This design comes from an exercise in tuning for small area on the open sky130 flow, not from production work.
Only simulation tests tie the RTL to the original design; equivalence was not proved.
No driver is modelled on the clock port, so clocking that relies on it looks cheaper here than on a real chip.
Power figures rest on the tool's default switching activity, not on a simulated workload.

==> flow/design.v (excerpt) <==
module lab4_2(
	input [3:0] userID,
	input CLK,
	input rst,
	input team,
	input [1:0] mode,
	output reg [7:0] numPlyLP,
	output reg [7:0] numPlyCF,
	output reg teamWng,
	output reg capWngLP,
	output reg capWngCF,
	output reg findRes,
	output reg [3:0] listOut,
	output reg listMode
    );
Settings: LEC_CHECK=0, CAP_MARGIN=20, CORE_MARGIN=2, CORE_UTILIZATION=40, SLEW_MARGIN=20; clock period 15.0 ns.
standard.sh (not shown) runs the stock make flow with config.mk's settings and CLKGATE_MAP_FILE= SYNTH_SCRIPT=/design/flow/synth_recipe.tcl, a recipe that flattens the netlist after the stock synthesis.
==> flow/flow/run.sh <==
#!/bin/bash
# The standard layout (the standard.sh, whole), with the port buffers
# that ORFS inserts made the smallest buffer cell instead of the one the
# resizer picks by default. The make output goes to flow_make.log here.
set -euo pipefail
cd "$(dirname "$0")/.."
bash standard.sh "BUFFER_PORTS_ARGS=-buffer_cell sky130_fd_sc_hd__buf_1" finish > flow_make.log 2>&1
==> next run, changes <==
==> flow/flow/run.sh (replaced) <==
#!/bin/bash
# Own layout flow: the standard flow, with two changes.
#  1. After the standard synthesis (standard.sh, unchanged), the combinational
#     logic of its netlist is mapped again by ABC with an area-oriented script
#     (flow/area.abc); the registers (and their names), the full-adder cells
#     and the tie cell are kept as the standard synthesis made them.
#  2. The port buffers that ORFS inserts use the smallest buffer cell.
# Each tool's output goes to a log file of its own in the work folder.
set -euo pipefail
cd "$(dirname "$0")/.."
W=$PWD
R=$W/orfs/results/sky130hd/lab4_2/base
LIB=$FLOW_HOME/platforms/sky130hd/lib/sky130_fd_sc_hd__tt_025C_1v80.lib
YOSYS=$FLOW_HOME/../tools/install/yosys/bin/yosys
[ -x "$YOSYS" ] || YOSYS=yosys

bash standard.sh synth > make_synth.log 2>&1
cp $R/1_2_yosys.v $W/standard_synth.v

cat > $W/remap.ys <<EOS
read_liberty -ignore_miss_func $LIB
blackbox sky130_fd_sc_hd__dfxtp_1 sky130_fd_sc_hd__fa_1 sky130_fd_sc_hd__conb_1
read_verilog $W/standard_synth.v
hierarchy -top $FLOW_TOP
flatten
rename -hide w:*.*
opt_clean -purge
abc -script $W/flow/area.abc -liberty $LIB -dont_use *probe* -dont_use *lpflow*
opt_clean -purge
stat -liberty $LIB
write_verilog -noattr -nohex -nodec $W/remapped.v
EOS
$YOSYS -l $W/remap_yosys.log -s $W/remap.ys > /dev/null 2>&1

# the remapped netlist replaces the synthesis result; make then rebuilds
# 1_synth.odb from it and runs the rest of the flow
cp $W/remapped.v $R/1_2_yosys.v
touch $R/1_2_yosys.v
bash standard.sh "BUFFER_PORTS_ARGS=-buffer_cell sky130_fd_sc_hd__buf_1" finish > make_finish.log 2>&1
==> flow/flow/area.abc (new file) <==
strash
dch
amap
strash
dch
amap
strash
dch
amap
Result: Sequential power barely changes; sequential share of layout area came out higher by 4.9 points; via count is lower by a few percent; clock power climbs by a quarter to a third.

========
lab4_2, a different RTL version from the one above (not shown whole).
Size in the first run: roughly 290 cells after synthesis, ~2300 um^2 of cells after synthesis.
clock: 15.0 ns
lec_check: 0
cap_margin: 20
core_margin: 2
core_utilization: 40
slew_margin: 20
==> flow/flow/run.sh <==
#!/bin/bash
# Own layout flow: the standard flow, with these changes.
#  1. After the standard synthesis (standard.sh synth, unchanged), the
#     combinational logic of its netlist is mapped again by ABC with several
#     area-oriented scripts (flow/abc_*.script), and the smallest result is
#     used; the registers (and their names), the full-adder cells and the tie
#     cell stay as the standard synthesis made them.
#  2. The port buffers that ORFS inserts use the smallest buffer cell.
#  3. Clock tree synthesis uses clkbuf_8 cells and no dummy loads.
#  4. The constant outputs share one tie cell.
#  5. After CTS the clock root buffer is made clkbuf_2 (flow/post_cts.tcl).
# Each tool's output goes to a log file of its own in the work folder.
set -euo pipefail
cd "$(dirname "$0")/.."
W=$PWD
R=$W/orfs/results/sky130hd/lab4_2/base
LIB=$FLOW_HOME/platforms/sky130hd/lib/sky130_fd_sc_hd__tt_025C_1v80.lib
YOSYS=$FLOW_HOME/../tools/install/yosys/bin/yosys
[ -x "$YOSYS" ] || YOSYS=yosys

bash standard.sh synth > make_synth.log 2>&1
cp $R/1_2_yosys.v $W/standard_synth.v

best=""
bestarea=""
for s in $W/flow/abc_*.script; do
  k=$(basename $s .script)
  cat > $W/remap_$k.ys <<EOS
read_liberty -ignore_miss_func $LIB
blackbox sky130_fd_sc_hd__dfxtp_1 sky130_fd_sc_hd__fa_1 sky130_fd_sc_hd__conb_1
read_verilog $W/standard_synth.v
hierarchy -top $FLOW_TOP
flatten
rename -hide w:*.*
opt_clean -purge
abc -script $s -liberty $LIB -dont_use *probe* -dont_use *lpflow*
opt_clean -purge
stat -liberty $LIB
write_verilog -noattr -nohex -nodec $W/remapped_$k.v
EOS
  if $YOSYS -l $W/remap_$k.log -s $W/remap_$k.ys > /dev/null 2>&1; then
    area=$(grep "Chip area" $W/remap_$k.log | tail -1 | awk '{print $NF}')
    echo "$k $area" >> $W/remap_areas.txt
    if [ -z "$bestarea" ] || awk "BEGIN{exit !($area < $bestarea)}"; then
      best=$k; bestarea=$area
    fi
  fi
done
echo "chosen $best $bestarea" >> $W/remap_areas.txt

# the remapped netlist replaces the synthesis result; make then rebuilds
# 1_synth.odb from it and runs the rest of the flow
if [ -n "$best" ]; then
  cp $W/remapped_$best.v $R/1_2_yosys.v
  touch $R/1_2_yosys.v
fi
bash standard.sh "BUFFER_PORTS_ARGS=-buffer_cell sky130_fd_sc_hd__buf_1" \
  "CTS_ARGS=-sink_clustering_enable -repair_clock_nets -dont_use_dummy_load -buf_list sky130_fd_sc_hd__clkbuf_8" \
  SKIP_REPAIR_TIE_FANOUT=1 "POST_CTS_TCL=$W/flow/post_cts.tcl" finish > make_finish.log 2>&1
==> flow/flow/abc_DGGGGG.script <==
strash
dc2
dch
amap
strash
dch
amap
strash
dch
amap
strash
dch
amap
strash
dch
amap
strash
dch
amap
==> flow/flow/abc_FAGGAAA.script <==
strash
dch -f
amap
strash
dch
amap -m
strash
dch
amap
strash
dch
amap
strash
dch
amap -m
strash
dch
amap -m
strash
dch
amap -m
==> flow/flow/abc_GGDMA.script <==
strash
dch
amap
strash
dch
amap
strash
dc2
dch
amap
strash
dch
map -a
strash
dch
amap -m
==> flow/flow/abc_GGMAMD.script <==
strash
dch
amap
strash
dch
amap
strash
dch
map -a
strash
dch
amap -m
strash
dch
map -a
strash
dc2
dch
amap
==> flow/flow/abc_GGMDGMF.script <==
strash
dch
amap
strash
dch
amap
strash
dch
map -a
strash
dc2
dch
amap
strash
dch
amap
strash
dch
map -a
strash
dch -f
amap
==> flow/flow/abc_GMGDGG.script <==
strash
dch
amap
strash
dch
map -a
strash
dch
amap
strash
dc2
dch
amap
strash
dch
amap
strash
dch
amap
==> flow/flow/abc_x2.script <==
strash
dch
amap
strash
dch
map -a
strash
dch
amap
strash
dch
map -a
strash
dch
amap
==> flow/flow/abc_x3.script <==
strash
dch
amap
strash
dch
amap
strash
dch
map -a
strash
dch
amap
strash
dch
amap
==> flow/flow/post_cts.tcl <==
# The clock root buffer drives only the few leaf buffers of the tree, so the
# smallest clock buffer serves; the leaves keep the buffers CTS chose.
set root [[ord::get_db_block] findInst clkbuf_0_CLK]
if { $root != "NULL" } {
  replace_cell clkbuf_0_CLK sky130_fd_sc_hd__clkbuf_2
  detailed_placement
  estimate_parasitics -placement
}
Other scripts of this flow, unchanged in this note and not shown: flow/flow/abc_a4.script, flow/flow/abc_a8.script, flow/flow/abc_df.script, flow/flow/abc_m1.script
Then changed:
--- a/flow/flow/run.sh
+++ b/flow/flow/run.sh
@@ -9,5 +9,4 @@
 #  3. Clock tree synthesis uses clkbuf_8 cells and no dummy loads.
 #  4. The constant outputs share one tie cell.
-#  5. After CTS the clock root buffer is made clkbuf_2 (flow/post_cts.tcl).
 # Each tool's output goes to a log file of its own in the work folder.
 set -euo pipefail
@@ -57,3 +56,3 @@
 bash standard.sh "BUFFER_PORTS_ARGS=-buffer_cell sky130_fd_sc_hd__buf_1" \
   "CTS_ARGS=-sink_clustering_enable -repair_clock_nets -dont_use_dummy_load -buf_list sky130_fd_sc_hd__clkbuf_8" \
-  SKIP_REPAIR_TIE_FANOUT=1 "POST_CTS_TCL=$W/flow/post_cts.tcl" finish > make_finish.log 2>&1
+  SKIP_REPAIR_TIE_FANOUT=1 finish > make_finish.log 2>&1
==> flow/flow/abc_g3.script (new file) <==
strash
dch
amap
strash
dch
amap
strash
dch
amap
removed: flow/flow/abc_DGGGGG.script
removed: flow/flow/abc_FAGGAAA.script
removed: flow/flow/abc_GGDMA.script
removed: flow/flow/abc_GGMAMD.script
removed: flow/flow/abc_GGMDGMF.script
removed: flow/flow/abc_GMGDGG.script
removed: flow/flow/abc_x2.script
removed: flow/flow/abc_x3.script
removed: flow/flow/post_cts.tcl
Register-to-register slack loses 0.07 ns.
Wire length rises slightly.
Worst hold slack is worse by 0.0042 ns.
Total power went up slightly.
Cell area is higher slightly.
Worst setup slack gets better by 0.082 ns.
Die area went up slightly.
Sequential power stays flat.
Final cell count came out higher by a few percent.
Via count goes up by a few percent.

port drivers added, routing unchanged:
Ports are ideal in the flow. The routed layouts listed here were re-timed in OpenROAD.
Step 1 sets driving cells, clkbuf_16 on the clock port and buf_2 on the other inputs (assumed; they add their load-dependent delay and slew).
Step 2 adds t to the input delays and takes it off the output delays; t is the mean of the earliest and latest rising clock arrival at the registers after step 1. Input paths then give back, and output paths get back, about the clock's delay inside the block.
Three values: ideal, step 1, step 2; two values: the first two.
run	t, ns	setup slack, ns	worst setup path at the end	worst slew at a driven data input, ns
the first run of note 1	0.341	8.922 / 8.891 / 9.232	register to output	0.03
the second run of note 1	0.328	7.526 / 7.499 / 7.827	register to output	0.03
the first run of note 2	0.414	7.787 / 7.760 / 8.174	register to output	0.03
the second run of note 2	0.320	7.869 / 7.839 / 8.158	register to output	0.03
After both steps every run listed still meets setup and hold.
